Background: an optimization exercise with open tools, aiming at small area and a short achievable clock period. Do not read the settings as production practice. RTL that was checked went through simulation tests only; none was proved equivalent to the original. The RTL of runs 4 and 5 was laid out without a check of its function. Power and IR drop assume default switching activity.

$ cat flow/flow/run.sh
#!/bin/bash
# Own layout flow: the standard ORFS flow (standard.sh), with these changes:
#  - ports are buffered with sky130_fd_sc_hd__buf_1 (which repair may upsize)
#    instead of the clkdlybuf4s50_1 that buffer_ports picks by default;
#  - repair_timing aims for a setup slack margin of MARGIN ns (flow/margin);
#  - if flow/abc.script exists, synthesis is the standard synthesis script
#    with its ABC step replaced (flow/my_synth.tcl): the logic from the
#    registers to result_o is mapped with flow/abc_out.script (if present),
#    the rest with flow/abc.script. Flip-flops are mapped before ABC runs, so
#    the registers are exactly the standard synthesis's;
#  - any extra ORFS variables listed in flow/env (KEY=VALUE lines), and
#    make variable assignments in flow/make_args (one line).
# Every tool's output goes to the ORFS logs under orfs/logs, and make's own
# output to standard.log in this folder.
set -euo pipefail
MARGIN=$(cat flow/margin 2>/dev/null || echo 5)
export BUFFER_PORTS_ARGS="-buffer_cell sky130_fd_sc_hd__buf_1"
if [[ -f flow/env ]]; then set -a; source flow/env; set +a; fi
EXTRA=()
if [[ -f flow/abc.script ]]; then
  export MY_ABC_SCRIPT="$PWD/flow/abc.script"
  if [[ -f flow/abc_out.script ]]; then export MY_ABC_OUT_SCRIPT="$PWD/flow/abc_out.script"; fi
  EXTRA+=("SYNTH_SCRIPT=$PWD/flow/my_synth.tcl")
fi
if [[ -f flow/make_args ]]; then read -r -a MARGS < flow/make_args; EXTRA+=("${MARGS[@]}"); fi
bash standard.sh "${EXTRA[@]}" SETUP_SLACK_MARGIN=$MARGIN finish > standard.log 2>&1
$ cat flow/flow/abc.script
strash
dch
map -B 0.9 -D 4000
strash
dch
map -B 0.9 -D 4000
topo
stime -c
buffer -c
upsize -c -D 4000
dnsize -c -D 4000
$ cat flow/flow/abc_out.script
strash
dch
map -B 0.9 -D 3000
topo
stime -c
buffer -c
upsize -c -D 3000
dnsize -c -D 3000
$ cat flow/flow/env
CTS_ARGS="-sink_clustering_enable -repair_clock_nets -dont_use_dummy_load -buf_list sky130_fd_sc_hd__clkbuf_4"
ADDER_MAP_FILE=
$ cat flow/flow/margin
6.3
$ cat flow/flow/my_synth.tcl
# The standard synthesis script (synth_recipe.tcl), except that Yosys's abc
# step maps the logic that drives the outputs (from the registers to result_o)
# with the ABC script MY_ABC_OUT_SCRIPT, and the rest with MY_ABC_SCRIPT.
proc synth {args} { yosys synth -nofsm -noshare {*}$args }
proc abc {args} {
  set i [lsearch -exact $args -script]
  if {[info exists ::env(MY_ABC_OUT_SCRIPT)] && $::env(MY_ABC_OUT_SCRIPT) ne ""} {
    set out_args $args
    lset out_args [expr {$i + 1}] $::env(MY_ABC_OUT_SCRIPT)
    yosys select -set outcone o:result_o %ci*:-sky130_fd_sc_hd__dfxtp_1
    yosys abc {*}$out_args @outcone
    yosys select -clear
  }
  if {[info exists ::env(MY_ABC_SCRIPT)] && $::env(MY_ABC_SCRIPT) ne ""} {
    lset args [expr {$i + 1}] $::env(MY_ABC_SCRIPT)
  }
  yosys abc {*}$args
}
source $::env(SCRIPTS_DIR)/synth.tcl
# left out here: clear keep_hierarchy, flatten, clean up, hide names made inside functions, write 1_2_yosys.v
$ cat flow/standard.sh
#!/bin/bash
# synth_recipe.tcl (not shown) runs the flow's synth.tcl, then flattens the netlist and writes it again
# the make line also repeats each setting of config.mk as NAME=value (left out here)
make -C /OpenROAD-flow-scripts/flow DESIGN_CONFIG=/design/flow/config.mk WORK_HOME=/design/flow/orfs CLKGATE_MAP_FILE= SYNTH_SCRIPT=/design/flow/synth_recipe.tcl "${@:-finish}"
$ cat flow/config.mk
export PLATFORM = sky130hd
export DESIGN_NAME = fadd_sub
export DESIGN_NICKNAME = fadd_sub
export VERILOG_FILES = /design/flow/design.v
export SDC_FILE = /design/flow/constraint.sdc
export NUM_CORES = 4
export LEC_CHECK = 0
export ABC_AREA = 1
export CAP_MARGIN = 20
export CORE_MARGIN = 2
export CORE_UTILIZATION = 40
export SLEW_MARGIN = 20
$ cat flow/constraint.sdc
create_clock -name core_clock -period 12.0 [get_ports {clk_i}]
set_input_delay 2.4000 -clock core_clock [delete_from_list [all_inputs] [get_ports {clk_i}]]
set_output_delay 2.4000 -clock core_clock [all_outputs]
set_load 0.01 [all_outputs]
$ cat flow/design.v
module fadd_sub(
  input  logic        clk_i,
  input  logic [31:0] operand_a,
  input  logic [31:0] operand_b,
  output logic [31:0] result_o
);
  wire        sa = operand_a[31], sb = operand_b[31];
  wire [7:0]  fa = operand_a[30:23], fb = operand_b[30:23];
  wire        za = (fa == 8'd0), zb = (fb == 8'd0);    
  wire [7:0]  ea1 = {fa[7:1], fa[0] | za};             
  wire [7:0]  eb1 = {fb[7:1], fb[0] | zb};
  wire [23:0] ma = {~za, operand_a[22:0]};
  wire [23:0] mb = {~zb, operand_b[22:0]};
  wire [7:0]  ea = {fa[7:1], fa[0] | (za & (operand_a[22:0] != 23'd0))};
  wire [7:0]  eb = {fb[7:1], fb[0] | (zb & (operand_b[22:0] != 23'd0))};
  wire [7:0]  xp = fa ^ ~fb;
  wire [7:0]  xg = fa & ~fb;
  wire eg0 = xg[1] | (xp[1] & xg[0]);
  wire ep0 = xp[1] & xp[0];
  wire eg1 = xg[3] | (xp[3] & xg[2]);
  wire ep1 = xp[3] & xp[2];
  wire eg2 = xg[5] | (xp[5] & xg[4]);
  wire ep2 = xp[5] & xp[4];
  wire eg3 = xg[7] | (xp[7] & xg[6]);
  wire ep3 = xp[7] & xp[6];
  wire eg4 = xg[2] | (xp[2] & eg0);
  wire ep4 = xp[2] & ep0;
  wire eg5 = eg1 | (ep1 & eg0);
  wire ep5 = ep1 & ep0;
  wire eg6 = xg[6] | (xp[6] & eg2);
  wire ep6 = xp[6] & ep2;
  wire eg7 = eg3 | (ep3 & eg2);
  wire ep7 = ep3 & ep2;
  wire eg8 = xg[4] | (xp[4] & eg5);
  wire ep8 = xp[4] & ep5;
  wire eg9 = eg2 | (ep2 & eg5);
  wire ep9 = ep2 & ep5;
  wire eg10 = eg6 | (ep6 & eg5);
  wire ep10 = ep6 & ep5;
  wire eg11 = eg7 | (ep7 & eg5);
  wire ep11 = ep7 & ep5;
  wire [7:0]  gE = {eg11, eg10, eg9, eg8, eg5, eg4, eg0, xg[0]};
  wire [7:0]  pE;
  assign pE[0] = xp[0];
  assign pE[1] = pE[0] & xp[1];
  assign pE[2] = pE[1] & xp[2];
  assign pE[3] = pE[2] & xp[3];
  assign pE[4] = pE[3] & xp[4];
  assign pE[5] = pE[4] & xp[5];
  assign pE[6] = pE[5] & xp[6];
  assign pE[7] = pE[6] & xp[7];
  wire        a_exp_gt = gE[7];               
  wire        exp_eq = pE[7];                 
  wire [7:0]  d;                              
  wire        corr = za ^ zb;
  assign d[0] = a_exp_gt ? (xp[0] ^ ~corr) : ~(xp[0] ^ corr);
  assign d[1] = a_exp_gt ? (xp[1] ^ (gE[0] | (pE[0] & ~corr))) : ~(xp[1] ^ (gE[0] | (pE[0] & corr)));
  assign d[2] = a_exp_gt ? (xp[2] ^ (gE[1] | (pE[1] & ~corr))) : ~(xp[2] ^ (gE[1] | (pE[1] & corr)));
  assign d[3] = a_exp_gt ? (xp[3] ^ (gE[2] | (pE[2] & ~corr))) : ~(xp[3] ^ (gE[2] | (pE[2] & corr)));
  assign d[4] = a_exp_gt ? (xp[4] ^ (gE[3] | (pE[3] & ~corr))) : ~(xp[4] ^ (gE[3] | (pE[3] & corr)));
  assign d[5] = a_exp_gt ? (xp[5] ^ (gE[4] | (pE[4] & ~corr))) : ~(xp[5] ^ (gE[4] | (pE[4] & corr)));
  assign d[6] = a_exp_gt ? (xp[6] ^ (gE[5] | (pE[5] & ~corr))) : ~(xp[6] ^ (gE[5] | (pE[5] & corr)));
  assign d[7] = a_exp_gt ? (xp[7] ^ (gE[6] | (pE[6] & ~corr))) : ~(xp[7] ^ (gE[6] | (pE[6] & corr)));
  wire [23:0] ma_s = ma, mb_s = mb;
  wire [22:0] cg = operand_a[22:0] & ~operand_b[22:0];
  wire [22:0] cp = operand_a[22:0] | ~operand_b[22:0];
  wire fcg0 = cg[1] | (cp[1] & cg[0]);
  wire fcp0 = cp[1] & cp[0];
  wire fcg1 = cg[3] | (cp[3] & cg[2]);
  wire fcp1 = cp[3] & cp[2];
  wire fcg2 = cg[5] | (cp[5] & cg[4]);
  wire fcp2 = cp[5] & cp[4];
  wire fcg3 = cg[7] | (cp[7] & cg[6]);
  wire fcp3 = cp[7] & cp[6];
  wire fcg4 = cg[9] | (cp[9] & cg[8]);
  wire fcp4 = cp[9] & cp[8];
  wire fcg5 = cg[11] | (cp[11] & cg[10]);
  wire fcp5 = cp[11] & cp[10];
  wire fcg6 = cg[13] | (cp[13] & cg[12]);
  wire fcp6 = cp[13] & cp[12];
  wire fcg7 = cg[15] | (cp[15] & cg[14]);
  wire fcp7 = cp[15] & cp[14];
  wire fcg8 = cg[17] | (cp[17] & cg[16]);
  wire fcp8 = cp[17] & cp[16];
  wire fcg9 = cg[19] | (cp[19] & cg[18]);
  wire fcp9 = cp[19] & cp[18];
  wire fcg10 = cg[21] | (cp[21] & cg[20]);
  wire fcp10 = cp[21] & cp[20];
  wire fcg11 = fcg1 | (fcp1 & fcg0);
  wire fcp11 = fcp1 & fcp0;
  wire fcg12 = fcg3 | (fcp3 & fcg2);
  wire fcp12 = fcp3 & fcp2;
  wire fcg13 = fcg5 | (fcp5 & fcg4);
  wire fcp13 = fcp5 & fcp4;
  wire fcg14 = fcg7 | (fcp7 & fcg6);
  wire fcp14 = fcp7 & fcp6;
  wire fcg15 = fcg9 | (fcp9 & fcg8);
  wire fcp15 = fcp9 & fcp8;
  wire fcg16 = cg[22] | (cp[22] & fcg10);
  wire fcp16 = cp[22] & fcp10;
  wire fcg17 = fcg12 | (fcp12 & fcg11);
  wire fcp17 = fcp12 & fcp11;
  wire fcg18 = fcg14 | (fcp14 & fcg13);
  wire fcp18 = fcp14 & fcp13;
  wire fcg19 = fcg16 | (fcp16 & fcg15);
  wire fcp19 = fcp16 & fcp15;
  wire fcg20 = fcg18 | (fcp18 & fcg17);
  wire fcp20 = fcp18 & fcp17;
  wire fcg21 = fcg19 | (fcp19 & fcg20);
  wire        f_gt = fcg21;    
  wire        a_gt_b = a_exp_gt | (exp_eq & f_gt);
  wire [4:0]  ds = d[4:0] | {5{d[7:5] != 3'd0}};    
  wire        sub = sa ^ sb;
  wire [23:0] m_big   = a_gt_b ? ma : mb;
  wire [23:0] m_small = a_gt_b ? mb_s : ma_s;
  wire [23:0] sh1 = ds[0] ? {1'b0, m_small[23:1]} : m_small;
  wire [23:0] sh2 = ds[1] ? {2'b0, sh1[23:2]} : sh1;
  wire [23:0] sh4 = ds[2] ? {4'b0, sh2[23:4]} : sh2;
  wire [23:0] sh8 = ds[3] ? {8'b0, sh4[23:8]} : sh4;
  wire [23:0] sh16 = ds[4] ? {16'b0, sh8[23:16]} : sh8;
  wire [23:0] y = sh16 ^ {24{sub}};
  logic        r_sign, r_sub;
  logic [7:0]  r_exp;
  logic [23:0] r_x, r_y;
  always_ff @(posedge clk_i) begin
    r_sign <= a_gt_b ? sa : sb;
    r_sub  <= sub;
    r_exp  <= a_gt_b ? ea : eb;
    r_x    <= m_big;
    r_y    <= y;
  end
  wire [24:0] p = {r_x ^ r_y, 1'b0};
  wire [24:0] g = {r_x & r_y, r_sub};
  wire [24:0] s;    
  wire cg12 = g[1] | (p[1] & g[0]);
  wire cp12 = p[1] & p[0];
  wire cg13 = g[3] | (p[3] & g[2]);
  wire cp13 = p[3] & p[2];
  wire cg14 = g[5] | (p[5] & g[4]);
  wire cp14 = p[5] & p[4];
  wire cg15 = g[7] | (p[7] & g[6]);
  wire cp15 = p[7] & p[6];
  wire cg16 = g[9] | (p[9] & g[8]);
  wire cp16 = p[9] & p[8];
  wire cg17 = g[11] | (p[11] & g[10]);
  wire cp17 = p[11] & p[10];
  wire cg18 = g[13] | (p[13] & g[12]);
  wire cp18 = p[13] & p[12];
  wire cg19 = g[15] | (p[15] & g[14]);
  wire cp19 = p[15] & p[14];
  wire cg20 = g[17] | (p[17] & g[16]);
  wire cp20 = p[17] & p[16];
  wire cg21 = g[19] | (p[19] & g[18]);
  wire cp21 = p[19] & p[18];
  wire cg22 = g[21] | (p[21] & g[20]);
  wire cp22 = p[21] & p[20];
  wire cg23 = g[23] | (p[23] & g[22]);
  wire cp23 = p[23] & p[22];
  wire cg24 = g[2] | (p[2] & cg12);
  wire cp24 = p[2] & cp12;
  wire cg25 = cg13 | (cp13 & cg12);
  wire cp25 = cp13 & cp12;
  wire cg26 = g[6] | (p[6] & cg14);
  wire cp26 = p[6] & cp14;
  wire cg27 = cg15 | (cp15 & cg14);
  wire cp27 = cp15 & cp14;
  wire cg28 = g[10] | (p[10] & cg16);
  wire cp28 = p[10] & cp16;
  wire cg29 = cg17 | (cp17 & cg16);
  wire cp29 = cp17 & cp16;
  wire cg30 = g[14] | (p[14] & cg18);
  wire cp30 = p[14] & cp18;
  wire cg31 = cg19 | (cp19 & cg18);
  wire cp31 = cp19 & cp18;
  wire cg32 = g[18] | (p[18] & cg20);
  wire cp32 = p[18] & cp20;
  wire cg33 = cg21 | (cp21 & cg20);
  wire cp33 = cp21 & cp20;
  wire cg34 = g[22] | (p[22] & cg22);
  wire cp34 = p[22] & cp22;
  wire cg35 = cg23 | (cp23 & cg22);
  wire cp35 = cp23 & cp22;
  wire cg36 = g[4] | (p[4] & cg25);
  wire cp36 = p[4] & cp25;
  wire cg37 = cg14 | (cp14 & cg25);
  wire cp37 = cp14 & cp25;
  wire cg38 = cg26 | (cp26 & cg25);
  wire cp38 = cp26 & cp25;
  wire cg39 = cg27 | (cp27 & cg25);
  wire cp39 = cp27 & cp25;
  wire cg40 = g[12] | (p[12] & cg29);
  wire cp40 = p[12] & cp29;
  wire cg41 = cg18 | (cp18 & cg29);
  wire cp41 = cp18 & cp29;
  wire cg42 = cg30 | (cp30 & cg29);
  wire cp42 = cp30 & cp29;
  wire cg43 = cg31 | (cp31 & cg29);
  wire cp43 = cp31 & cp29;
  wire cg44 = g[20] | (p[20] & cg33);
  wire cp44 = p[20] & cp33;
  wire cg45 = cg22 | (cp22 & cg33);
  wire cp45 = cp22 & cp33;
  wire cg46 = cg34 | (cp34 & cg33);
  wire cp46 = cp34 & cp33;
  wire cg47 = cg35 | (cp35 & cg33);
  wire cp47 = cp35 & cp33;
  wire cg48 = g[8] | (p[8] & cg39);
  wire cp48 = p[8] & cp39;
  wire cg49 = cg16 | (cp16 & cg39);
  wire cp49 = cp16 & cp39;
  wire cg50 = cg28 | (cp28 & cg39);
  wire cp50 = cp28 & cp39;
  wire cg51 = cg29 | (cp29 & cg39);
  wire cp51 = cp29 & cp39;
  wire cg52 = cg40 | (cp40 & cg39);
  wire cp52 = cp40 & cp39;
  wire cg53 = cg41 | (cp41 & cg39);
  wire cp53 = cp41 & cp39;
  wire cg54 = cg42 | (cp42 & cg39);
  wire cp54 = cp42 & cp39;
  wire cg55 = cg43 | (cp43 & cg39);
  wire cp55 = cp43 & cp39;
  wire cg56 = g[24] | (p[24] & cg47);
  wire cp56 = p[24] & cp47;
  wire cg57 = g[16] | (p[16] & cg55);
  wire cp57 = p[16] & cp55;
  wire cg58 = cg20 | (cp20 & cg55);
  wire cp58 = cp20 & cp55;
  wire cg59 = cg32 | (cp32 & cg55);
  wire cp59 = cp32 & cp55;
  wire cg60 = cg33 | (cp33 & cg55);
  wire cp60 = cp33 & cp55;
  wire cg61 = cg44 | (cp44 & cg55);
  wire cp61 = cp44 & cp55;
  wire cg62 = cg45 | (cp45 & cg55);
  wire cp62 = cp45 & cp55;
  wire cg63 = cg46 | (cp46 & cg55);
  wire cp63 = cp46 & cp55;
  wire cg64 = cg47 | (cp47 & cg55);
  wire cp64 = cp47 & cp55;
  wire cg65 = cg56 | (cp56 & cg55);
  wire cp65 = cp56 & cp55;
  assign s[0] = p[1] ^ g[0];
  assign s[1] = p[2] ^ cg12;
  assign s[2] = p[3] ^ cg24;
  assign s[3] = p[4] ^ cg25;
  assign s[4] = p[5] ^ cg36;
  assign s[5] = p[6] ^ cg37;
  assign s[6] = p[7] ^ cg38;
  assign s[7] = p[8] ^ cg39;
  assign s[8] = p[9] ^ cg48;
  assign s[9] = p[10] ^ cg49;
  assign s[10] = p[11] ^ cg50;
  assign s[11] = p[12] ^ cg51;
  assign s[12] = p[13] ^ cg52;
  assign s[13] = p[14] ^ cg53;
  assign s[14] = p[15] ^ cg54;
  assign s[15] = p[16] ^ cg55;
  assign s[16] = p[17] ^ cg57;
  assign s[17] = p[18] ^ cg58;
  assign s[18] = p[19] ^ cg59;
  assign s[19] = p[20] ^ cg60;
  assign s[20] = p[21] ^ cg61;
  assign s[21] = p[22] ^ cg62;
  assign s[22] = p[23] ^ cg63;
  assign s[23] = p[24] ^ cg64;
  assign s[24] = cg65;
  wire        norm = s[24] & ~r_sub;    
  assign result_o = {r_sign,
                     norm ? r_exp + 8'd1 : r_exp,
                     norm ? s[23:1] : s[22:0]};
endmodule
==> results_tabular.tex, run 1 <==
\begin{tabular}{lr}
\hline
Metric & Value \\
\hline
\multicolumn{2}{l}{\textbf{Run status}} \\
\quad Run status & timing/DRC/antenna clean \\
\multicolumn{2}{l}{\textbf{Clocking}} \\
\quad Clock Pin Slew Worst Setup and Hold Paths & 0.09 ns \\
\quad Clock Root Buffer & sky130\_fd\_sc\_hd\_\_clkbuf\_4 \\
\quad Cts-stage hold buffer count & 0 \\
\quad Sink Count & 58 \\
\quad Number of buffers on the longest clock path & 2 \\
\quad Total CTS buffers & 9 \\
\quad Number of H-tree branching levels & 3 \\
\quad Clock tree from TritonCTS & done \\
\multicolumn{2}{l}{\textbf{Placement}} \\
\quad DPL Wire Length & 14400 um \\
\quad Global placer's final weighted congestion & 0.9461 \\
\quad \# port buffers & 96 \\
\quad DP Worst Slack & 5.531 ns \\
\multicolumn{2}{l}{\textbf{Die}} \\
\quad Die Span X & 124.0 um \\
\quad Height of the die & 124.0 um \\
\quad Starting utilization of the core area & 41.19\% \\
\quad Std-Cell Core Area & 13990 um\^{}2 \\
\quad Number of I/O pins & 97 \\
\quad Cell row count & 43 \\
\quad Overall die area & 15380 um\^{}2 \\
\multicolumn{2}{l}{\textbf{Timing}} \\
\quad Shortest period the worst path allows & 5.386 ns \\
\quad Worst slew margin & 60.89\% \\
\quad Max Fclk & 185.7 MHz \\
\quad Final count of pins violating max slew & 0 \\
\quad RSZ-0062 raised after global routing & yes \\
\quad Slew at the pin closest to its max-slew limit & 0.5849 ns \\
\quad Setup-violating endpoint count in the final report & 0 \\
\quad Final setup TNS & 0 ns \\
\quad Final period util & 44.88\% \\
\quad Number of failing hold endpoints at the final stage & 0 \\
\quad Worst setup slack after layout & 6.614 ns \\
\multicolumn{2}{l}{\textbf{Critical path}} \\
\quad Most frequent CP cell & sky130\_fd\_sc\_hd\_\_nand2\_1 \\
\quad Category of the worst setup path launch point & primary input \\
\quad Required time of the critical path & 12.26 ns \\
\quad Cell family with most CP delay & simple AND/OR/NAND/NOR gates \\
\quad Kind of end point of the critical path & flip-flop \\
\quad Setup Crit Path Kind & in -> reg \\
\quad Depth of the critical timing path with buffers and inverters included & 18 \\
\quad Highest cell delay on the worst timing path & 0.35 ns \\
\quad Cell with the biggest individual delay on the critical path & sky130\_fd\_sc\_hd\_\_xor2\_1 \\
\quad Critical path arrival & 5.65 ns \\
\quad Worst Path Buf+Inv & 5 \\
\quad Series of cell instances along the critical path & buf\_1, nor3\_1, nand2\_1, nor2\_1, inv\_1, nand2\_1, nand2\_1, nand3\_1, o21ai\_0, o22ai\_1, xor2\_1, inv\_1, nor2\_1, buf\_4, clkinvlp\_4, o21ai\_0, nand3\_1, xor2\_1 \\
\quad CP Max Fanout & 27 \\
\multicolumn{2}{l}{\textbf{Route}} \\
\quad Residual DRC count & 0 \\
\quad Detail-routed net length per standard cell & 13.65 um \\
\quad Via/cell ratio & 5.143 \\
\quad Pre-Repair DR Iteration Count & 5 \\
\quad Routed via count & 6963 \\
\quad DRT Wirelength & 18490 um \\
\quad Count of nets left with antenna violations after detail routing & 0 \\
\quad DR iter-0 viols & 679 \\
\multicolumn{2}{l}{\textbf{Synthesis}} \\
\quad Mapped Nets & 1151 \\
\quad Mean Syn Cell Area & 5.306 um\^{}2 \\
\quad Share of the synthesized area in the top cell type & 26.64\% \\
\quad Number of instances in the synthesized netlist & 1086 \\
\quad Synth top area cells & sky130\_fd\_sc\_hd\_\_nand2\_1 27\%, sky130\_fd\_sc\_hd\_\_dfxtp\_1 20\%, sky130\_fd\_sc\_hd\_\_nand3\_1 15\% \\
\quad Number of different library cells in the post-synthesis netlist & 33 \\
\quad Post-synthesis sequential area ratio & 20.15\% \\
\quad Synth Warn \# & 1 \\
\quad Register bit count reported by yosys & 58 \\
\quad Combined area of all synthesized cells & 5762 um\^{}2 \\
\quad Dominant cell type by area after synthesis & sky130\_fd\_sc\_hd\_\_nand2\_1 \\
\multicolumn{2}{l}{\textbf{Power}} \\
\quad Fraction of power consumed by sequential logic & 28.5\% \\
\quad Logic pwr share & 60.7\% \\
\quad Power density of the placed cells & 130.9 nW/um\^{}2 \\
\quad Share of total power in the clock network & 10.8\% \\
\quad Total net switching power & 0.4201 mW \\
\quad Internal Pwr Total & 0.4291 mW \\
\quad Maximum VDD drop & 0.00004733 V \\
\quad Share of total power consumed by net switching & 49.47\% \\
\quad Leakage & 3.323 nW \\
\multicolumn{2}{l}{\textbf{Cells and area}} \\
\quad Proportion of layout cells with a drive suffix above 1 & 4.263\% \\
\quad Final-stage net count & 1240 \\
\quad Area used by sequential logic in the layout & 1161 um\^{}2 \\
\quad Area of the multi-input gates & 4080 um\^{}2 \\
\quad Number of fillers in the final layout & 1591 \\
\quad Area added between synthesis and finish & 12.62\% \\
\multicolumn{2}{l}{\textbf{Global route}} \\
\quad GRT Resource Usage Total & 23.95\% \\
\quad Number of global-route vias before repair & 5842 \\
\quad Largest net degree at the start of global routing & 78 \\
\quad Grt ovf & 0 \\
\quad Number of antenna violations at the first check in global routing & 1 \\
\quad First-pass GRT wire length & 29050 um \\
\multicolumn{2}{l}{\textbf{Flow run}} \\
\quad Max Cap Viol & 0 \\
\multicolumn{2}{l}{\textbf{Min path}} \\
\quad Hold/Removal Path Class & in -> reg \\
\quad Min-Delay Path Depth & 3 \\
\hline
\end{tabular}
## registers in the layout, indices dropped and copies added, names as in the netlist
signal and cells:
r_exp 8, r_sign 1, r_sub 1, r_x 24
r_y 24
## layout by cell type, fill, tap and decap left out, drive strengths merged, types with 5 or more instances in the layout
cell / synthesis / layout
clkinvlp: 0 / 5
xnor2: 15 / 15
dfxtp: 58 / 58
xor2: 30 / 30
o211ai: 8 / 8
nor3: 6 / 6
nand3: 169 / 169
buf: 2 / 110
inv: 117 / 116
nand2: 409 / 409
nor2: 99 / 99
clkbuf: 34 / 9
o21ai: 66 / 66
o22ai: 7 / 7
nand4: 13 / 14
a21oi: 26 / 26
## layer usage
metal / vias up / track usage [%] / wire length, um
li1: 3661 / - / -
met1: 3014 / 35.03 / 8708
met5: - / 0 / 0
met2: 249 / 36.85 / 8093
met3: 39 / 2.564 / 1226
met4: 0 / 7.303 / 456
## path summary, 6_finish.rpt
kind,start,end,slack [ns]
setup / recovery,operand_a[26],r_y[13]$_DFF_P_,6.61
hold / removal,operand_a[1],r_x[1]$_DFF_P_,2.30
## timing repair
item,in CTS,in global routing
buffers inserted,2,3
cloned,2,3
gates resized for setup,6,21
endpoints found under the setup margin,44,54
## cell usage after synthesis
library cell,count
sky130_fd_sc_hd__a22o_1,4
sky130_fd_sc_hd__inv_1,115
sky130_fd_sc_hd__a21boi_0,1
sky130_fd_sc_hd__o221ai_1,2
sky130_fd_sc_hd__xor2_1,30
sky130_fd_sc_hd__nand4_1,13
sky130_fd_sc_hd__o211ai_1,8
sky130_fd_sc_hd__dfxtp_1,58
sky130_fd_sc_hd__o2111ai_1,1
sky130_fd_sc_hd__inv_2,2
sky130_fd_sc_hd__clkbuf_1,34
sky130_fd_sc_hd__or2_2,4
sky130_fd_sc_hd__nor2_1,99
sky130_fd_sc_hd__nand3b_1,2
sky130_fd_sc_hd__mux2_2,1
sky130_fd_sc_hd__nor4_1,3
sky130_fd_sc_hd__a21o_1,1
sky130_fd_sc_hd__nand2_1,409
sky130_fd_sc_hd__a22oi_1,1
sky130_fd_sc_hd__clkinv_1,2
sky130_fd_sc_hd__o21bai_1,1
sky130_fd_sc_hd__o21a_1,1
sky130_fd_sc_hd__nand2b_1,1
sky130_fd_sc_hd__o21ai_0,66
sky130_fd_sc_hd__buf_1,1
sky130_fd_sc_hd__o2111a_1,1
sky130_fd_sc_hd__xnor2_1,15
sky130_fd_sc_hd__nand3_1,169
sky130_fd_sc_hd__nor3_1,6
sky130_fd_sc_hd__buf_4,1
sky130_fd_sc_hd__o22ai_1,7
sky130_fd_sc_hd__a31oi_1,1
sky130_fd_sc_hd__a21oi_1,26
## power groups by stage
stage,logic [mW],clock network (mW),registers [mW]
after floorplan,0.370,0,0.240
after global routing,0.590,0.103,0.246
final,0.516,0.0916,0.242
after CTS,0.501,0.0941,0.242
after detailed placement,0.494,0,0.247
after global placement,0.491,0,0.247
## cell families (layout without fill, tap and decap cells)
kind of cell    after synthesis  in the layout  share of synthesized area (%)
simple gates                706            707                          50.84
other cells                   0              1                              0
xor+xnor                     45             45                          6.840
buf+inv                     155            241                          10.16
mux                           1              1                         0.1954
flops                        58             58                          20.15
compound gates              121            121                          11.81
## area by class of cell
type                    instances  area share (%)
multi-input cells             874           62.88
inverters                     119           7.077
flip-flops and latches         58           17.89
repair inverters                3          0.3471
clock buffers                   9           1.041
well taps                     180           3.471
diodes                          1         0.03857
repair buffers                110           7.250
## stage by stage
step / total power [mW] / hold WS, ns / util [%] / instance area (um^2) / instances
5_1_grt: 0.9388 / 2.286 / 46.39 / 6489 / 1354
2_1_floorplan: 0.6095 / 2.508 / - / 5762 / 1086
3_5_place_dp: 0.7412 / 2.687 / 44.88 / 6279 / 1334
3_3_place_gp: 0.7381 / 2.698 / 44.88 / 6279 / 1334
4_1_cts: 0.8376 / 2.280 / 45.66 / 6387 / 1347
6_report: 0.8492 / 2.304 / 46.39 / 6489 / 1354
==> run 2, diff against run 1 <==
==> flow/flow/abc_out.script (replaced) <==
strash
dch
map -B 0.9 -D 2500
topo
stime -c
buffer -c
upsize -c -D 2500
dnsize -c -D 2500
==> run 2 against run 1 <==
  * First-iteration DRC count grew 6.2%
  * Area after synthesis rose by 1.8%
  * Flip-flop and latch count unchanged
  * Count of clock-buffer cells in the layout unchanged
  * Clock power is 2.8% lower
  * Non-clock buffer count fell by 3
  * Setup slack lost 0.11 ns
  * Critical path depth grew 3
  * Via count rose by 2.3%
  * Worst hold slack worse by 0.017 ns
  * Still clean
  * Highest routed layer unchanged
  * Largest power group unchanged
==> results_tabular.tex, run 2 <==
\begin{tabular}{lr}
\hline
Metric & Value \\
\hline
\multicolumn{2}{l}{\textbf{Route}} \\
\quad Count of nets left with antenna violations after detail routing & 0 \\
\quad DR iter-0 viols & 721 \\
\quad Residual DRC count & 0 \\
\quad Detail-routed net length per standard cell & 13.56 um \\
\quad Via/cell ratio & 5.153 \\
\quad DRT Wirelength & 18730 um \\
\quad Routed via count & 7121 \\
\quad Pre-Repair DR Iteration Count & 5 \\
\multicolumn{2}{l}{\textbf{Global route}} \\
\quad Grt ovf & 0 \\
\quad Number of antenna violations at the first check in global routing & 0 \\
\quad Number of global-route vias before repair & 6039 \\
\quad GRT Resource Usage Total & 23.14\% \\
\quad Largest net degree at the start of global routing & 50 \\
\quad First-pass GRT wire length & 30120 um \\
\multicolumn{2}{l}{\textbf{Power}} \\
\quad Power density of the placed cells & 130.2 nW/um\^{}2 \\
\quad Maximum VDD drop & 0.00003929 V \\
\quad Share of total power in the clock network & 10.3\% \\
\quad Total Power Consumption & 0.8635 mW \\
\quad Internal Pwr Total & 0.4334 mW \\
\quad Share of total power consumed by net switching & 49.81\% \\
\quad Logic pwr share & 61.8\% \\
\quad Fraction of power consumed by sequential logic & 27.9\% \\
\quad Leakage & 3.378 nW \\
\quad Total net switching power & 0.4301 mW \\
\multicolumn{2}{l}{\textbf{Cells and area}} \\
\quad Final non-filler cell total & 1382 \\
\quad Proportion of layout cells with a drive suffix above 1 & 4.257\% \\
\quad Count of antenna diodes in the layout & 0 \\
\quad Final-stage net count & 1265 \\
\quad Commonest cells after routing, fill and taps aside & 407 x sky130\_fd\_sc\_hd\_\_nand2\_1, 189 x sky130\_fd\_sc\_hd\_\_nand3\_1, 111 x sky130\_fd\_sc\_hd\_\_inv\_1, 100 x sky130\_fd\_sc\_hd\_\_nor2\_1, 96 x sky130\_fd\_sc\_hd\_\_buf\_1 \\
\quad Final design area excluding fillers & 6630 um\^{}2 \\
\quad Area added between synthesis and finish & 13.03\% \\
\quad Most frequent standard cell in the layout excluding fill and tap cells & sky130\_fd\_sc\_hd\_\_nand2\_1 \\
\quad Biggest regs & r\_x: 24 flops, r\_y: 24 flops, r\_exp: 8 flops \\
\quad Number of fillers in the final layout & 1647 \\
\multicolumn{2}{l}{\textbf{Synthesis}} \\
\quad Leading register cell type out of synthesis & sky130\_fd\_sc\_hd\_\_dfxtp\_1 \\
\quad Post-synthesis sequential area ratio & 19.80\% \\
\quad EDFF count, synth & 0 \\
\quad Dominant cell type by area after synthesis & sky130\_fd\_sc\_hd\_\_nand2\_1 \\
\quad Mapped Nets & 1178 \\
\quad Share of flip-flops with an asynchronous set or reset & 0\% \\
\quad Number of instances in the synthesized netlist & 1113 \\
\quad Synth Warn \# & 1 \\
\quad Share of the synthesized area in the top cell type & 26.49\% \\
\quad Synth top area cells & sky130\_fd\_sc\_hd\_\_nand2\_1 26\%, sky130\_fd\_sc\_hd\_\_dfxtp\_1 20\%, sky130\_fd\_sc\_hd\_\_nand3\_1 16\% \\
\quad Most frequent cell after synthesis & sky130\_fd\_sc\_hd\_\_nand2\_1 \\
\quad Mean Syn Cell Area & 5.270 um\^{}2 \\
\quad Number of different library cells in the post-synthesis netlist & 31 \\
\quad Most instantiated cells after synthesis & 414 x sky130\_fd\_sc\_hd\_\_nand2\_1, 190 x sky130\_fd\_sc\_hd\_\_nand3\_1, 113 x sky130\_fd\_sc\_hd\_\_inv\_1, 104 x sky130\_fd\_sc\_hd\_\_nor2\_1, 64 x sky130\_fd\_sc\_hd\_\_o21ai\_0 \\
\quad Combined area of all synthesized cells & 5866 um\^{}2 \\
\quad Register bit count reported by yosys & 58 \\
\multicolumn{2}{l}{\textbf{Critical path}} \\
\quad Setup Crit Path Kind & in -> reg \\
\quad Required time of the critical path & 12.27 ns \\
\quad Critical path arrival & 5.77 ns \\
\quad CP Max Fanout & 27 \\
\quad Kind of end point of the critical path & flip-flop \\
\quad Category of the worst setup path launch point & primary input \\
\multicolumn{2}{l}{\textbf{Clocking}} \\
\quad Number of H-tree branching levels & 3 \\
\quad Clock Root Buffer & sky130\_fd\_sc\_hd\_\_clkbuf\_4 \\
\quad Clock Pin Slew Worst Setup and Hold Paths & 0.08 ns \\
\quad Clock tree from TritonCTS & done \\
\quad Total CTS buffers & 9 \\
\quad Sink Count & 58 \\
\quad Number of buffers on the longest clock path & 2 \\
\multicolumn{2}{l}{\textbf{Placement}} \\
\quad Number of cells after detailed placement & 1364 \\
\quad DP Area & 6384 um\^{}2 \\
\quad Global placer's final weighted congestion & 0.9342 \\
\quad DPL Wire Length & 14550 um \\
\quad \# port buffers & 96 \\
\multicolumn{2}{l}{\textbf{Die}} \\
\quad Std-Cell Core Area & 14420 um\^{}2 \\
\quad Overall die area & 15650 um\^{}2 \\
\quad Die Span X & 125.1 um \\
\quad Cell row count & 44 \\
\quad Starting utilization of the core area & 40.67\% \\
\quad Number of I/O pins & 97 \\
\quad Height of the die & 125.1 um \\
\multicolumn{2}{l}{\textbf{Timing}} \\
\quad Number of failing hold endpoints at the final stage & 0 \\
\quad Final period util & 45.80\% \\
\quad Final count of pins violating max slew & 0 \\
\quad RSZ-0062 raised after global routing & no \\
\quad Max Fclk & 181.9 MHz \\
\quad Setup-violating endpoint count in the final report & 0 \\
\quad Shortest period the worst path allows & 5.496 ns \\
\quad Worst slack on hold paths & 2.287 ns \\
\quad Slew at the pin closest to its max-slew limit & 0.6060 ns \\
\quad Worst slew margin & 59.48\% \\
\quad Final setup TNS & 0 ns \\
\multicolumn{2}{l}{\textbf{Min path}} \\
\quad Hold/Removal Path Class & in -> reg \\
\multicolumn{2}{l}{\textbf{Flow run}} \\
\quad Max Cap Viol & 0 \\
\multicolumn{2}{l}{\textbf{Run status}} \\
\quad Run status & timing/DRC/antenna clean \\
\hline
\end{tabular}
-- run 2: cell types whose count changed in the layout (fill, tap and decap cells not counted), moves of 2 or more --
cell	delta
sky130_fd_sc_hd__o211ai_1	-2
sky130_fd_sc_hd__inv_1	-2
sky130_fd_sc_hd__o21ai_0	-4
sky130_fd_sc_hd__nand3_1	+21
sky130_fd_sc_hd__o21ai_1	+3
sky130_fd_sc_hd__buf_4	-3
sky130_fd_sc_hd__nand2_2	+2
sky130_fd_sc_hd__a21oi_1	+6
sky130_fd_sc_hd__xor2_1	-2
sky130_fd_sc_hd__xnor2_1	-2
sky130_fd_sc_hd__nor2_1	+6
sky130_fd_sc_hd__a21oi_4	+2
sky130_fd_sc_hd__o21a_1	+2
-- run 2: metal layers --
metal	vias up	track usage, %	share of wire, %
met5	-	0	0
met1	3089	34.41	48
li1	3759	-	-
met3	27	1.369	5.8
met2	246	35.68	44
met4	0	7.516	2.1
-- run 2: logic make-up after synthesis --
family | share of synthesized area [%]
muxes | 0.1920
AOI/OAI and AO/OA | 11.88
DFF | 19.80
xor gates and xnor gates | 6.122
buffers and inverters | 9.791
and+or+nand+nor | 52.22
-- run 2: cell type report --
cell class	count	area, um^2	area share (%)
inverters	116	445.4	6.718
repair buffers	107	456.7	6.888
repair inverters	3	22.52	0.3397
flip-flops and latches	58	1162	17.53
multi-input cells	905	4245	64.03
well taps	184	230.2	3.472
clock buffers	9	67.56	1.019
-- run 2: stage by stage --
step | utilization, % | worst slack [ns]
global placement | 44.26 | 5.738
detailed placement | 44.26 | 5.651
CTS | 45.28 | 6.374
global route | 45.97 | 6.333
finish | 45.97 | 6.504
floorplan | - | 6.722
-- run 2: repair_timing --
action / CTS / global route
setup endpoints to repair: 53 / 54
gates cloned: 3 / 3
setup buffers: 2 / 1
pin swaps: 1 / 1
hold buffers: 0 / 0
gates resized for setup: 13 / 20
-- run 2: power by group through the flow --
stage	clock [mW]	combinational (mW)	sequential (mW)
detailed placement	0	0.506	0.246
finish	0.0890	0.533	0.241
global placement	0	0.504	0.245
global route	0.0999	0.604	0.245
floorplan	0	0.382	0.239
CTS	0.0940	0.517	0.242
-- run 2: worst max-delay path: stages --
cell	delay, ns
sky130_fd_sc_hd__buf_1	0.12
sky130_fd_sc_hd__inv_1	0.13
sky130_fd_sc_hd__nand4_1	0.12
sky130_fd_sc_hd__nor2_1	0.22
sky130_fd_sc_hd__inv_1	0.13
sky130_fd_sc_hd__nand2_1	0.12
sky130_fd_sc_hd__nand2_1	0.19
sky130_fd_sc_hd__nand3_1	0.17
sky130_fd_sc_hd__o21ai_0	0.09
sky130_fd_sc_hd__o22ai_1	0.16
sky130_fd_sc_hd__xor2_1	0.38
sky130_fd_sc_hd__inv_1	0.16
sky130_fd_sc_hd__nor2_1	0.12
sky130_fd_sc_hd__buf_4	0.34
sky130_fd_sc_hd__clkinvlp_4	0.33
sky130_fd_sc_hd__nand3_1	0.18
sky130_fd_sc_hd__nand3_1	0.08
sky130_fd_sc_hd__nand3_1	0.15
sky130_fd_sc_hd__nand2_1	0.07
sky130_fd_sc_hd__nand2_1	0.06
sky130_fd_sc_hd__nand2_1	0.05
-- run 2: final timing paths --
kind     startpoint               end  slack (ns)  cells after the start
min   operand_a[24]  r_exp[1]$_DFF_P_        2.29                      3
max   operand_a[23]    r_y[7]$_DFF_P_        6.50                     21
==> run 3, diff against run 2 <==
==> flow/flow/env (replaced) <==
CTS_ARGS="-sink_clustering_enable -repair_clock_nets -dont_use_dummy_load -buf_list sky130_fd_sc_hd__clkbuf_16"
ADDER_MAP_FILE=
removed: flow/flow/abc_out.script
==> run 3 against run 2 <==
  * Critical endpoint is now result_o[29]
  * Still clean
  * Cell count fell by 4.6%
  * Clock power rose by 130%
  * Largest cell class unchanged
  * Worst hold slack improved by 0.029 ns
==> results_tabular.tex, run 3 <==
\begin{tabular}{lr}
\hline
Metric & Value \\
\hline
\multicolumn{2}{l}{\textbf{Power}} \\
\quad Maximum VDD drop & 0.00006572 V \\
\quad Power density of the placed cells & 144.8 nW/um\^{}2 \\
\quad Leakage & 3.338 nW \\
\multicolumn{2}{l}{\textbf{Clocking}} \\
\quad Clock Pin Slew Worst Setup and Hold Paths & 0.05 ns \\
\quad Number of buffers on the longest clock path & 2 \\
\quad Clock tree from TritonCTS & done \\
\quad Number of H-tree branching levels & 3 \\
\quad Sink Count & 58 \\
\quad Cts-stage hold buffer count & 0 \\
\quad Clock Root Buffer & sky130\_fd\_sc\_hd\_\_clkbuf\_16 \\
\quad Total CTS buffers & 9 \\
\multicolumn{2}{l}{\textbf{Critical path}} \\
\quad CP Max Fanout & 5 \\
\quad Category of the worst setup path launch point & flip-flop \\
\quad Kind of end point of the critical path & output pin \\
\quad Critical path arrival & 3.05 ns \\
\quad Required time of the critical path & 9.60 ns \\
\quad Setup Crit Path Kind & reg -> out \\
\multicolumn{2}{l}{\textbf{Timing}} \\
\quad Slew at the pin closest to its max-slew limit & 0.5736 ns \\
\quad RSZ-0062 raised after global routing & yes \\
\quad Worst slack on hold paths & 2.316 ns \\
\quad Number of failing hold endpoints at the final stage & 0 \\
\quad Final count of pins violating max slew & 0 \\
\quad Setup-violating endpoint count in the final report & 0 \\
\quad Worst slew margin & 61.35\% \\
\quad Final period util & 45.43\% \\
\quad Shortest period the worst path allows & 5.451 ns \\
\quad Final setup TNS & 0 ns \\
\quad Max Fclk & 183.4 MHz \\
\multicolumn{2}{l}{\textbf{Synthesis}} \\
\quad Share of the synthesized area in the top cell type & 24.28\% \\
\quad EDFF count, synth & 0 \\
\quad Synth Warn \# & 1 \\
\quad Share of flip-flops with an asynchronous set or reset & 0\% \\
\quad Synth top area cells & sky130\_fd\_sc\_hd\_\_nand2\_1 24\%, sky130\_fd\_sc\_hd\_\_dfxtp\_1 21\%, sky130\_fd\_sc\_hd\_\_nand3\_1 13\% \\
\quad Mapped Nets & 1111 \\
\quad Number of different library cells in the post-synthesis netlist & 32 \\
\quad Number of instances in the synthesized netlist & 1046 \\
\quad Leading register cell type out of synthesis & sky130\_fd\_sc\_hd\_\_dfxtp\_1 \\
\quad Most frequent cell after synthesis & sky130\_fd\_sc\_hd\_\_nand2\_1 \\
\quad Combined area of all synthesized cells & 5612 um\^{}2 \\
\quad Most instantiated cells after synthesis & 363 x sky130\_fd\_sc\_hd\_\_nand2\_1, 147 x sky130\_fd\_sc\_hd\_\_nand3\_1, 120 x sky130\_fd\_sc\_hd\_\_inv\_1, 108 x sky130\_fd\_sc\_hd\_\_nor2\_1, 77 x sky130\_fd\_sc\_hd\_\_o21ai\_0 \\
\quad Register bit count reported by yosys & 58 \\
\quad Post-synthesis sequential area ratio & 20.69\% \\
\quad Dominant cell type by area after synthesis & sky130\_fd\_sc\_hd\_\_nand2\_1 \\
\quad Mean Syn Cell Area & 5.365 um\^{}2 \\
\multicolumn{2}{l}{\textbf{Cells and area}} \\
\quad Final-stage net count & 1205 \\
\quad Final non-filler cell total & 1318 \\
\quad Most frequent standard cell in the layout excluding fill and tap cells & sky130\_fd\_sc\_hd\_\_nand2\_1 \\
\quad Proportion of layout cells with a drive suffix above 1 & 6.151\% \\
\quad Commonest cells after routing, fill and taps aside & 352 x sky130\_fd\_sc\_hd\_\_nand2\_1, 145 x sky130\_fd\_sc\_hd\_\_nand3\_1, 114 x sky130\_fd\_sc\_hd\_\_inv\_1, 101 x sky130\_fd\_sc\_hd\_\_nor2\_1, 96 x sky130\_fd\_sc\_hd\_\_buf\_1 \\
\quad Area added between synthesis and finish & 17.86\% \\
\quad Biggest regs & r\_x: 24 flops, r\_y: 24 flops, r\_exp: 8 flops \\
\quad Final design area excluding fillers & 6614 um\^{}2 \\
\quad Count of antenna diodes in the layout & 0 \\
\multicolumn{2}{l}{\textbf{Die}} \\
\quad Cell row count & 43 \\
\quad Number of I/O pins & 97 \\
\quad Overall die area & 14990 um\^{}2 \\
\quad Starting utilization of the core area & 40.74\% \\
\quad Height of the die & 122.4 um \\
\quad Die Span X & 122.4 um \\
\quad Std-Cell Core Area & 13770 um\^{}2 \\
\multicolumn{2}{l}{\textbf{Placement}} \\
\quad \# port buffers & 96 \\
\quad Global placer's final weighted congestion & 0.9786 \\
\quad DPL Wire Length & 13560 um \\
\quad Number of cells after detailed placement & 1293 \\
\quad DP Area & 6098 um\^{}2 \\
\multicolumn{2}{l}{\textbf{Route}} \\
\quad DR iter-0 viols & 736 \\
\quad Via/cell ratio & 5.112 \\
\quad Detail-routed net length per standard cell & 13.41 um \\
\quad Routed via count & 6738 \\
\quad Pre-Repair DR Iteration Count & 6 \\
\quad Residual DRC count & 0 \\
\quad DRT Wirelength & 17670 um \\
\quad Count of nets left with antenna violations after detail routing & 0 \\
\multicolumn{2}{l}{\textbf{Run status}} \\
\quad Run status & timing/DRC/antenna clean \\
\multicolumn{2}{l}{\textbf{Min path}} \\
\quad Min-Delay Path Depth & 3 \\
\quad Hold/Removal Path Class & in -> reg \\
\multicolumn{2}{l}{\textbf{Global route}} \\
\quad Grt ovf & 0 \\
\quad GRT Resource Usage Total & 23.26\% \\
\quad Number of global-route vias before repair & 5712 \\
\quad Largest net degree at the start of global routing & 99 \\
\quad First-pass GRT wire length & 27560 um \\
\quad Number of antenna violations at the first check in global routing & 0 \\
\multicolumn{2}{l}{\textbf{Flow run}} \\
\quad Max Cap Viol & 0 \\
\hline
\end{tabular}
[run 3: worst paths after layout]
kind	from	endpoint	slack (ns)
max	r_x[0]$_DFF_P_	result_o[29]	6.55
min	operand_a[0]	r_x[0]$_DFF_P_	2.32
[run 3: logic make-up (layout without fill, tap and decap cells)]
logic type	after synthesis	after routing	synth area share, %
buf+inv	157	248	10.57
xor+xnor	50	50	7.804
compound gates	126	126	12.11
flops	58	58	20.69
simple gates	652	653	48.27
mux	3	3	0.5574
[run 3: power breakdown]
group,internal (mW),switching [mW]
Combinational,0.174,0.337
Sequential,0.223,0.0181
Clock,0.130,0.0748
[run 3: cell type report]
class                           count  area [um^2]
Timing Repair inverter              5        37.54
Fill cell                        1572         7159
Multi-Input combinational cell    832         3979
Timing Repair Buffer              109        479.2
Tap cell                          180        225.2
Inverter                          125        505.5
Clock buffer                        9        225.2
Sequential cell                    58         1162
[run 3: routing by layer]
layer	vias to the layer above	GRT usage, %	routed length [um]
met2	224	38.96	8255
met4	0	6.322	313
met1	2951	31.20	8079
met5	-	0	0
met3	28	3.299	1020
li1	3535	-	-
[run 3: timing repair]
item                       in CTS  in global routing
buffers inserted                5                  4
resized for setup              24                 30
pin swaps                       0                  2
cloned                          4                  3
setup endpoints to repair      53                 45
[run 3: critical path, stage by stage, from the launching register on]
cell and delay (ns):
sky130_fd_sc_hd__dfxtp_1 0.35, sky130_fd_sc_hd__nand2_1 0.09, sky130_fd_sc_hd__nand2_1 0.06, sky130_fd_sc_hd__nand2_1 0.07, sky130_fd_sc_hd__o21a_1 0.20, sky130_fd_sc_hd__o21ai_2 0.16, sky130_fd_sc_hd__nand2_2 0.10, sky130_fd_sc_hd__a31oi_4 0.17
sky130_fd_sc_hd__nand2_1 0.09, sky130_fd_sc_hd__nand2_2 0.10, sky130_fd_sc_hd__nand2_1 0.07, sky130_fd_sc_hd__nand2_2 0.10, sky130_fd_sc_hd__nand2_1 0.07, sky130_fd_sc_hd__nand2_2 0.11, sky130_fd_sc_hd__nand2_1 0.10, sky130_fd_sc_hd__nand2_4 0.11
sky130_fd_sc_hd__nand3_2 0.11, sky130_fd_sc_hd__nor2_2 0.14, sky130_fd_sc_hd__nand2_1 0.11, sky130_fd_sc_hd__nor2_4 0.12, sky130_fd_sc_hd__xor2_1 0.15, sky130_fd_sc_hd__buf_1 0.16
[run 3: stage by stage]
stage	total power [mW]	util [%]	worst slack, ns
final	0.9575	48.02	6.549
after global routing	1.041	48.02	6.285
after CTS	0.9401	46.98	6.314
after detailed placement	0.7162	44.28	4.791
after global placement	0.7174	44.28	4.861
after floorplan	0.5944	-	6.832
==> run 4, diff against run 3 <==
--- a/flow/design.v
+++ b/flow/design.v
@@ -11,8 +11,7 @@
   wire [7:0]  eb1 = {fb[7:1], fb[0] | zb};
   wire [23:0] ma = {~za, operand_a[22:0]};
   wire [23:0] mb = {~zb, operand_b[22:0]};
-  wire [7:0]  ea = {fa[7:1], fa[0] | (za & (operand_a[22:0] != 23'd0))};
-  wire [7:0]  eb = {fb[7:1], fb[0] | (zb & (operand_b[22:0] != 23'd0))};
+  wire [7:0]  ea = fa, eb = fb;    
   wire [7:0]  xp = fa ^ ~fb;
   wire [7:0]  xg = fa & ~fb;
   wire eg0 = xg[1] | (xp[1] & xg[0]);
@@ -266,7 +265,8 @@
   assign s[23] = p[24] ^ cg64;
   assign s[24] = cg65;
   wire        norm = s[24] & ~r_sub;    
+  wire [7:0]  e_big = {r_exp[7:1], r_exp[0] | (~r_x[23] & (r_x[22:0] != 23'd0))};
   assign result_o = {r_sign,
-                     norm ? r_exp + 8'd1 : r_exp,
+                     norm ? e_big + 8'd1 : e_big,
                      norm ? s[23:1] : s[22:0]};
 endmodule
==> flow/flow/env (replaced) <==
CTS_ARGS="-sink_clustering_enable -repair_clock_nets -dont_use_dummy_load -buf_list sky130_fd_sc_hd__clkbuf_4"
ADDER_MAP_FILE=
==> run 4 against run 3 <==
  * Global-route usage rose by 0.68 points
  * Area after synthesis barely moved
  * Maximum frequency fell by 0.43%
  * Power fell by 11%
  * Largest cell class unchanged
  * Critical path depth fell by 2
  * Via count fell by 1.7%
  * Worst hold slack got worse by 0.051 ns
  * Core utilization fell by 0.77 points
==> results_tabular.tex, run 4 <==
\begin{tabular}{lr}
\hline
Metric & Value \\
\hline
\multicolumn{2}{l}{\textbf{Run status}} \\
\quad Run status & timing/DRC/antenna clean \\
\multicolumn{2}{l}{\textbf{Min path}} \\
\quad Endpoint with the worst hold slack & r\_x[0]\$\_DFF\_P\_ \\
\quad Hold wc startpoint & operand\_a[0] \\
\quad Min-Delay Path Depth & 3 \\
\quad Hold/Removal Path Class & in -> reg \\
\multicolumn{2}{l}{\textbf{Synthesis}} \\
\quad Most instantiated cells after synthesis & 356 x sky130\_fd\_sc\_hd\_\_nand2\_1, 162 x sky130\_fd\_sc\_hd\_\_nand3\_1, 122 x sky130\_fd\_sc\_hd\_\_inv\_1, 110 x sky130\_fd\_sc\_hd\_\_nor2\_1, 81 x sky130\_fd\_sc\_hd\_\_o21ai\_0 \\
\quad Dominant cell type by area after synthesis & sky130\_fd\_sc\_hd\_\_nand2\_1 \\
\quad Combined area of all synthesized cells & 5613 um\^{}2 \\
\quad Synth top area cells & sky130\_fd\_sc\_hd\_\_nand2\_1 24\%, sky130\_fd\_sc\_hd\_\_dfxtp\_1 21\%, sky130\_fd\_sc\_hd\_\_nand3\_1 14\% \\
\quad EDFF count, synth & 0 \\
\quad Leading register cell type out of synthesis & sky130\_fd\_sc\_hd\_\_dfxtp\_1 \\
\quad Number of instances in the synthesized netlist & 1049 \\
\quad Mean Syn Cell Area & 5.351 um\^{}2 \\
\quad Most frequent cell after synthesis & sky130\_fd\_sc\_hd\_\_nand2\_1 \\
\quad Number of different library cells in the post-synthesis netlist & 31 \\
\quad Register bit count reported by yosys & 58 \\
\quad Share of flip-flops with an asynchronous set or reset & 0\% \\
\quad Synth Warn \# & 1 \\
\quad Post-synthesis sequential area ratio & 20.69\% \\
\quad Mapped Nets & 1114 \\
\quad Share of the synthesized area in the top cell type & 23.81\% \\
\multicolumn{2}{l}{\textbf{Route}} \\
\quad Count of nets left with antenna violations after detail routing & 0 \\
\quad DR iter-0 viols & 605 \\
\quad Detail-routed net length per standard cell & 13.50 um \\
\quad DRT Wirelength & 17860 um \\
\quad Routed via count & 6623 \\
\quad Via/cell ratio & 5.006 \\
\quad Residual DRC count & 0 \\
\quad Pre-Repair DR Iteration Count & 5 \\
\multicolumn{2}{l}{\textbf{Critical path}} \\
\quad Depth of the critical timing path with buffers and inverters included & 19 \\
\quad Critical path arrival & 3.07 ns \\
\quad Kind of end point of the critical path & output pin \\
\quad Required time of the critical path & 9.60 ns \\
\quad Cell with the biggest individual delay on the critical path & sky130\_fd\_sc\_hd\_\_dfxtp\_2 \\
\quad Category of the worst setup path launch point & flip-flop \\
\quad Highest cell delay on the worst timing path & 0.35 ns \\
\quad Setup Crit Path Kind & reg -> out \\
\quad Series of cell instances along the critical path & nand2\_1, nand2\_1, nand2\_2, o21a\_1, o21ai\_2, nand2\_2, a31oi\_4, nand2\_2, a21oi\_2, nand3\_1, nand2\_2, nand2\_2, nand2\_4, nand2\_4, a21boi\_4, buf\_6, nand2\_1, o21ai\_0, buf\_2 \\
\quad Most frequent CP cell & sky130\_fd\_sc\_hd\_\_nand2\_2 \\
\quad CP Max Fanout & 6 \\
\quad Cell family with most CP delay & compound AO/OA/AOI/OAI gates \\
\quad Worst Path Buf+Inv & 2 \\
\multicolumn{2}{l}{\textbf{Cells and area}} \\
\quad Area added between synthesis and finish & 15.94\% \\
\quad Commonest cells after routing, fill and taps aside & 344 x sky130\_fd\_sc\_hd\_\_nand2\_1, 161 x sky130\_fd\_sc\_hd\_\_nand3\_1, 119 x sky130\_fd\_sc\_hd\_\_inv\_1, 103 x sky130\_fd\_sc\_hd\_\_nor2\_1, 88 x sky130\_fd\_sc\_hd\_\_buf\_1 \\
\quad Most frequent standard cell in the layout excluding fill and tap cells & sky130\_fd\_sc\_hd\_\_nand2\_1 \\
\quad Biggest regs & r\_x: 24 flops, r\_y: 24 flops, r\_exp: 8 flops \\
\quad Final design area excluding fillers & 6507 um\^{}2 \\
\quad Proportion of layout cells with a drive suffix above 1 & 6.392\% \\
\quad Area used by sequential logic in the layout & 1166 um\^{}2 \\
\quad Final-stage net count & 1209 \\
\quad Number of fillers in the final layout & 1581 \\
\quad Area of the multi-input gates & 4001 um\^{}2 \\
\multicolumn{2}{l}{\textbf{Power}} \\
\quad Maximum VDD drop & 0.00003947 V \\
\quad Leakage & 3.305 nW \\
\quad Power density of the placed cells & 131.0 nW/um\^{}2 \\
\multicolumn{2}{l}{\textbf{Clocking}} \\
\quad Clock Root Buffer & sky130\_fd\_sc\_hd\_\_clkbuf\_4 \\
\quad Cts-stage hold buffer count & 0 \\
\quad Number of H-tree branching levels & 3 \\
\quad Number of buffers on the longest clock path & 2 \\
\quad Clock Pin Slew Worst Setup and Hold Paths & 0.09 ns \\
\quad Clock tree from TritonCTS & done \\
\quad Total CTS buffers & 9 \\
\quad Sink Count & 58 \\
\multicolumn{2}{l}{\textbf{Timing}} \\
\quad Shortest period the worst path allows & 5.475 ns \\
\quad Final count of pins violating max slew & 0 \\
\quad Max Fclk & 182.7 MHz \\
\quad Setup-violating endpoint count in the final report & 0 \\
\quad RSZ-0062 raised after global routing & yes \\
\quad Final setup TNS & 0 ns \\
\quad Slew at the pin closest to its max-slew limit & 0.7166 ns \\
\quad Final period util & 45.62\% \\
\quad Number of failing hold endpoints at the final stage & 0 \\
\quad Worst slew margin & 51.79\% \\
\multicolumn{2}{l}{\textbf{Die}} \\
\quad Overall die area & 15000 um\^{}2 \\
\quad Height of the die & 122.5 um \\
\quad Cell row count & 43 \\
\quad Number of I/O pins & 97 \\
\quad Std-Cell Core Area & 13770 um\^{}2 \\
\quad Starting utilization of the core area & 40.75\% \\
\quad Die Span X & 122.5 um \\
\multicolumn{2}{l}{\textbf{Placement}} \\
\quad DPL Wire Length & 13950 um \\
\quad Global placer's final weighted congestion & 0.9215 \\
\quad \# port buffers & 96 \\
\quad DP Area & 6115 um\^{}2 \\
\multicolumn{2}{l}{\textbf{Global route}} \\
\quad Largest net degree at the start of global routing & 63 \\
\quad Grt ovf & 0 \\
\quad GRT Resource Usage Total & 23.93\% \\
\quad Number of antenna violations at the first check in global routing & 1 \\
\quad Number of global-route vias before repair & 5650 \\
\quad First-pass GRT wire length & 28460 um \\
\multicolumn{2}{l}{\textbf{Flow run}} \\
\quad Max Cap Viol & 0 \\
\hline
\end{tabular}
-- run 4: changes by cell type after synthesis, sizes merged, moves of 4 or more --
| cell | change |
|---|---|
| or2 | -4 |
| xor2 | -6 |
| nand2 | -7 |
| nand4 | -6 |
| nand3 | +15 |
| o21ai | +4 |
-- run 4: how the worst max path moves through the flow --
| stage | endpoint | slack [ns] | from |
|---|---|---|---|
| floorplan | result_o[19] | 6.75 | r_sub$_DFF_P_ |
| global placement | r_y[21]$_DFF_P_ | 5.37 | operand_b[26] |
| detailed placement | r_y[21]$_DFF_P_ | 5.34 | operand_b[26] |
| CTS | result_o[21] | 6.30 | r_sub$_DFF_P_ |
| global route | r_y[2]$_DFF_P_ | 6.28 | operand_a[26] |
| finish | result_o[0] | 6.53 | r_x[0]$_DFF_P_ |
-- run 4: layout make-up --
class | instances | area share [%]
antenna | 1 | 0.03845
clock buffer | 9 | 1.038
inverter | 124 | 7.441
multi-input combinational | 834 | 61.49
sequential | 58 | 17.92
tap | 180 | 3.461
timing repair buffer | 114 | 8.268
timing repair inverter | 3 | 0.3461
-- run 4: what timing repair did --
item,4_1_cts,5_1_grt
cloned,4,3
setup endpoints to repair,55,55
resized for setup,26,44
pin swaps,3,8
setup buffers,5,4
-- run 4: kinds of logic after synthesis --
family | Yosys count | share of synthesized area (%)
compound gates | 128 | 12.22
xor+xnor | 46 | 7.178
buf+inv | 158 | 10.63
flops | 58 | 20.69
mux | 3 | 0.5573
simple gates | 656 | 48.73
-- run 4: per-stage QoR --
| step | hold slack [ns] | util [%] | instances | total power, mW | setup slack, ns |
|---|---|---|---|---|---|
| after floorplan | 2.497 | - | 1049 | 0.5926 | 6.750 |
| after global placement | 2.670 | 44.40 | 1297 | 0.7160 | 5.369 |
| after detailed placement | 2.693 | 44.40 | 1297 | 0.7173 | 5.341 |
| after CTS | 2.262 | 46.06 | 1315 | 0.8296 | 6.304 |
| after global routing | 2.258 | 47.25 | 1323 | 0.9386 | 6.278 |
| final | 2.264 | 47.25 | 1323 | 0.8525 | 6.525 |
-- run 4: where the power goes --
| part | total, mW | internal (mW) | leakage (nW) | switching (mW) |
|---|---|---|---|---|
| registers | 0.243 | 0.223 | 0.489 | 0.0199 |
| logic | 0.520 | 0.184 | 2.77 | 0.336 |
| clock network | 0.0895 | 0.0346 | 0.0414 | 0.0549 |
| total | 0.852 | 0.441 | 3.30 | 0.411 |
-- run 4: layer usage --
metal,track usage (%),vias up,share of wire [%]
met5,0,-,0
li1,-,3546,-
met1,35.09,2857,49
met3,2.230,36,4.6
met2,37.08,184,44
met4,7.040,0,2.3
==> run 5, diff against run 4 <==
--- a/flow/design.v
+++ b/flow/design.v
@@ -11,7 +11,8 @@
   wire [7:0]  eb1 = {fb[7:1], fb[0] | zb};
   wire [23:0] ma = {~za, operand_a[22:0]};
   wire [23:0] mb = {~zb, operand_b[22:0]};
-  wire [7:0]  ea = fa, eb = fb;    
+  wire [7:0]  ea = {fa[7:1], fa[0] | (za & (operand_a[22:0] != 23'd0))};
+  wire [7:0]  eb = {fb[7:1], fb[0] | (zb & (operand_b[22:0] != 23'd0))};
   wire [7:0]  xp = fa ^ ~fb;
   wire [7:0]  xg = fa & ~fb;
   wire eg0 = xg[1] | (xp[1] & xg[0]);
@@ -116,20 +117,22 @@
   wire [23:0] sh2 = ds[1] ? {2'b0, sh1[23:2]} : sh1;
   wire [23:0] sh4 = ds[2] ? {4'b0, sh2[23:4]} : sh2;
   wire [23:0] sh8 = ds[3] ? {8'b0, sh4[23:8]} : sh4;
-  wire [23:0] sh16 = ds[4] ? {16'b0, sh8[23:16]} : sh8;
-  wire [23:0] y = sh16 ^ {24{sub}};
   logic        r_sign, r_sub;
   logic [7:0]  r_exp;
   logic [23:0] r_x, r_y;
+  logic [4:4] r_d;
   always_ff @(posedge clk_i) begin
     r_sign <= a_gt_b ? sa : sb;
     r_sub  <= sub;
     r_exp  <= a_gt_b ? ea : eb;
     r_x    <= m_big;
-    r_y    <= y;
+    r_y    <= sh8;
+    r_d    <= ds[4:4];
   end
-  wire [24:0] p = {r_x ^ r_y, 1'b0};
-  wire [24:0] g = {r_x & r_y, r_sub};
+  wire [23:0] r_sh16 = r_d[4] ? {16'b0, r_y[23:16]} : r_y;
+  wire [23:0] y = r_sh16 ^ {24{r_sub}};
+  wire [24:0] p = {r_x ^ y, 1'b0};
+  wire [24:0] g = {r_x & y, r_sub};
   wire [24:0] s;    
   wire cg12 = g[1] | (p[1] & g[0]);
   wire cp12 = p[1] & p[0];
@@ -265,8 +268,7 @@
   assign s[23] = p[24] ^ cg64;
   assign s[24] = cg65;
   wire        norm = s[24] & ~r_sub;    
-  wire [7:0]  e_big = {r_exp[7:1], r_exp[0] | (~r_x[23] & (r_x[22:0] != 23'd0))};
   assign result_o = {r_sign,
-                     norm ? e_big + 8'd1 : e_big,
+                     norm ? r_exp + 8'd1 : r_exp,
                      norm ? s[23:1] : s[22:0]};
 endmodule
==> flow/flow/abc_out.script (new file) <==
strash
dch
map -B 0.9 -D 1500
topo
stime -c
buffer -c
upsize -c -D 1500
dnsize -c -D 1500
==> flow/flow/margin (replaced) <==
6.5
==> run 5 against run 4 <==
  * Sequential share of layout area shrank 1.5 points
  * Highest routed layer unchanged
  * Maximum frequency grew 4.6%
  * Largest power group unchanged
  * Clock power grew 3.6%
==> results_tabular.tex, run 5 <==
\begin{tabular}{lr}
\hline
Metric & Value \\
\hline
\multicolumn{2}{l}{\textbf{Timing}} \\
\quad Shortest period the worst path allows & 5.233 ns \\
\quad Worst slack on hold paths & 2.256 ns \\
\quad RSZ-0062 raised after global routing & no \\
\quad Worst slew margin & 61.59\% \\
\multicolumn{2}{l}{\textbf{Run status}} \\
\quad Run status & timing/DRC/antenna clean \\
\multicolumn{2}{l}{\textbf{Critical path}} \\
\quad Critical path arrival & 2.83 ns \\
\quad Required time of the critical path & 9.60 ns \\
\quad Category of the worst setup path launch point & flip-flop \\
\multicolumn{2}{l}{\textbf{Synthesis}} \\
\quad EDFF count, synth & 0 \\
\quad Post-synthesis sequential area ratio & 18.58\% \\
\quad Most frequent cell after synthesis & sky130\_fd\_sc\_hd\_\_nand2\_1 \\
\quad Share of the synthesized area in the top cell type & 26.56\% \\
\multicolumn{2}{l}{\textbf{Cells and area}} \\
\quad Final non-filler cell total & 1503 \\
\quad Commonest cells after routing, fill and taps aside & 447 x sky130\_fd\_sc\_hd\_\_nand2\_1, 217 x sky130\_fd\_sc\_hd\_\_nand3\_1, 131 x sky130\_fd\_sc\_hd\_\_inv\_1, 92 x sky130\_fd\_sc\_hd\_\_buf\_1, 72 x sky130\_fd\_sc\_hd\_\_nor2\_1 \\
\quad Biggest regs & r\_x: 24 flops, r\_y: 24 flops, r\_exp: 8 flops \\
\multicolumn{2}{l}{\textbf{Die}} \\
\quad Height of the die & 130.1 um \\
\quad Overall die area & 16920 um\^{}2 \\
\quad Die Span X & 130.1 um \\
\multicolumn{2}{l}{\textbf{Clocking}} \\
\quad Total CTS buffers & 9 \\
\quad Clock Root Buffer & sky130\_fd\_sc\_hd\_\_clkbuf\_4 \\
\quad Sink Count & 59 \\
\multicolumn{2}{l}{\textbf{Global route}} \\
\quad Number of global-route vias before repair & 6166 \\
\quad GRT Resource Usage Total & 21.36\% \\
\quad Largest net degree at the start of global routing & 79 \\
\quad First-pass GRT wire length & 29580 um \\
\multicolumn{2}{l}{\textbf{Placement}} \\
\quad DP Worst Slack & 5.456 ns \\
\quad Global placer's final weighted congestion & 0.8909 \\
\multicolumn{2}{l}{\textbf{Min path}} \\
\quad Hold/Removal Path Class & in -> reg \\
\multicolumn{2}{l}{\textbf{Route}} \\
\quad Routed via count & 7526 \\
\quad Count of nets left with antenna violations after detail routing & 0 \\
\quad Detail-routed net length per standard cell & 12.59 um \\
\quad Residual DRC count & 0 \\
\multicolumn{2}{l}{\textbf{Power}} \\
\quad Maximum VDD drop & 0.00004149 V \\
\multicolumn{2}{l}{\textbf{Flow run}} \\
\quad Max Cap Viol & 0 \\
\hline
\end{tabular}
run 5: changes by cell type after synthesis, moves of 8 or more:
cell,previous run,this run
sky130_fd_sc_hd__inv_2,1,9
sky130_fd_sc_hd__a21o_1,0,11
sky130_fd_sc_hd__nand2_1,356,450
sky130_fd_sc_hd__inv_1,122,135
sky130_fd_sc_hd__xor2_1,38,21
sky130_fd_sc_hd__o21ai_0,81,73
sky130_fd_sc_hd__nand2_2,0,8
sky130_fd_sc_hd__a21oi_1,25,16
sky130_fd_sc_hd__nand3_1,162,220
sky130_fd_sc_hd__nor2_1,110,73
run 5: logic make-up after synthesis:
family / synth area share, %
AND/OR/NAND/NOR: 53.31
buffers and inverters: 12.48
AO/OA/AOI/OAI: 12.06
flip-flops: 18.58
XOR/XNOR: 3.581
run 5: report_power, final:
part	internal (mW)	switching (mW)
combinational	0.205	0.385
clock	0.0348	0.0579
sequential	0.235	0.0282
total	0.474	0.471
run 5: cell type report:
cell class                      count  area (um^2)
Fill cell                        1760         8484
Multi-Input combinational cell    952         4504
Sequential cell                    59         1189
Inverter                          147        604.3
Timing Repair Buffer              115        553.0
Tap cell                          216        270.3
Clock buffer                        9        67.56
Timing Repair inverter              4        37.54
Antenna cell                        1        2.502
run 5: critical path, stage by stage (launching register included):
cell and delay (ns):
sky130_fd_sc_hd__dfxtp_4 0.40, sky130_fd_sc_hd__buf_4 0.16, sky130_fd_sc_hd__inv_6 0.12, sky130_fd_sc_hd__nand2_1 0.07, sky130_fd_sc_hd__nand2_1 0.07, sky130_fd_sc_hd__nand3_1 0.13, sky130_fd_sc_hd__nand2_1 0.14, sky130_fd_sc_hd__nor2_1 0.06
sky130_fd_sc_hd__nand3b_1 0.08, sky130_fd_sc_hd__nand2_1 0.13, sky130_fd_sc_hd__a21oi_2 0.20, sky130_fd_sc_hd__nand2_4 0.11, sky130_fd_sc_hd__nand2_2 0.12, sky130_fd_sc_hd__nand2_8 0.10, sky130_fd_sc_hd__nand2_4 0.21, sky130_fd_sc_hd__nand3_1 0.12
sky130_fd_sc_hd__nand2_1 0.08, sky130_fd_sc_hd__buf_1 0.15
run 5: metal layers:
metal / vias up / GRT usage, %
met5: - / 0
met4: 0 / 5.187
met3: 26 / 1.599
met2: 247 / 31.97
met1: 3221 / 33.01
li1: 4032 / -
run 5: repair_timing:
item                       CTS  global route
gates cloned                 1             8
gates resized for setup     16            34
setup endpoints to repair   54            53
pin swaps                    0             7
setup buffers                0            15
run 5: worst paths after layout:
check                startpoint              to  slack [ns]  cells past startpoint
setup / recovery    r_d$_DFF_P_    result_o[17]        6.77                     17
hold / removal    operand_b[31]  r_sign$_DFF_P_        2.26                      3
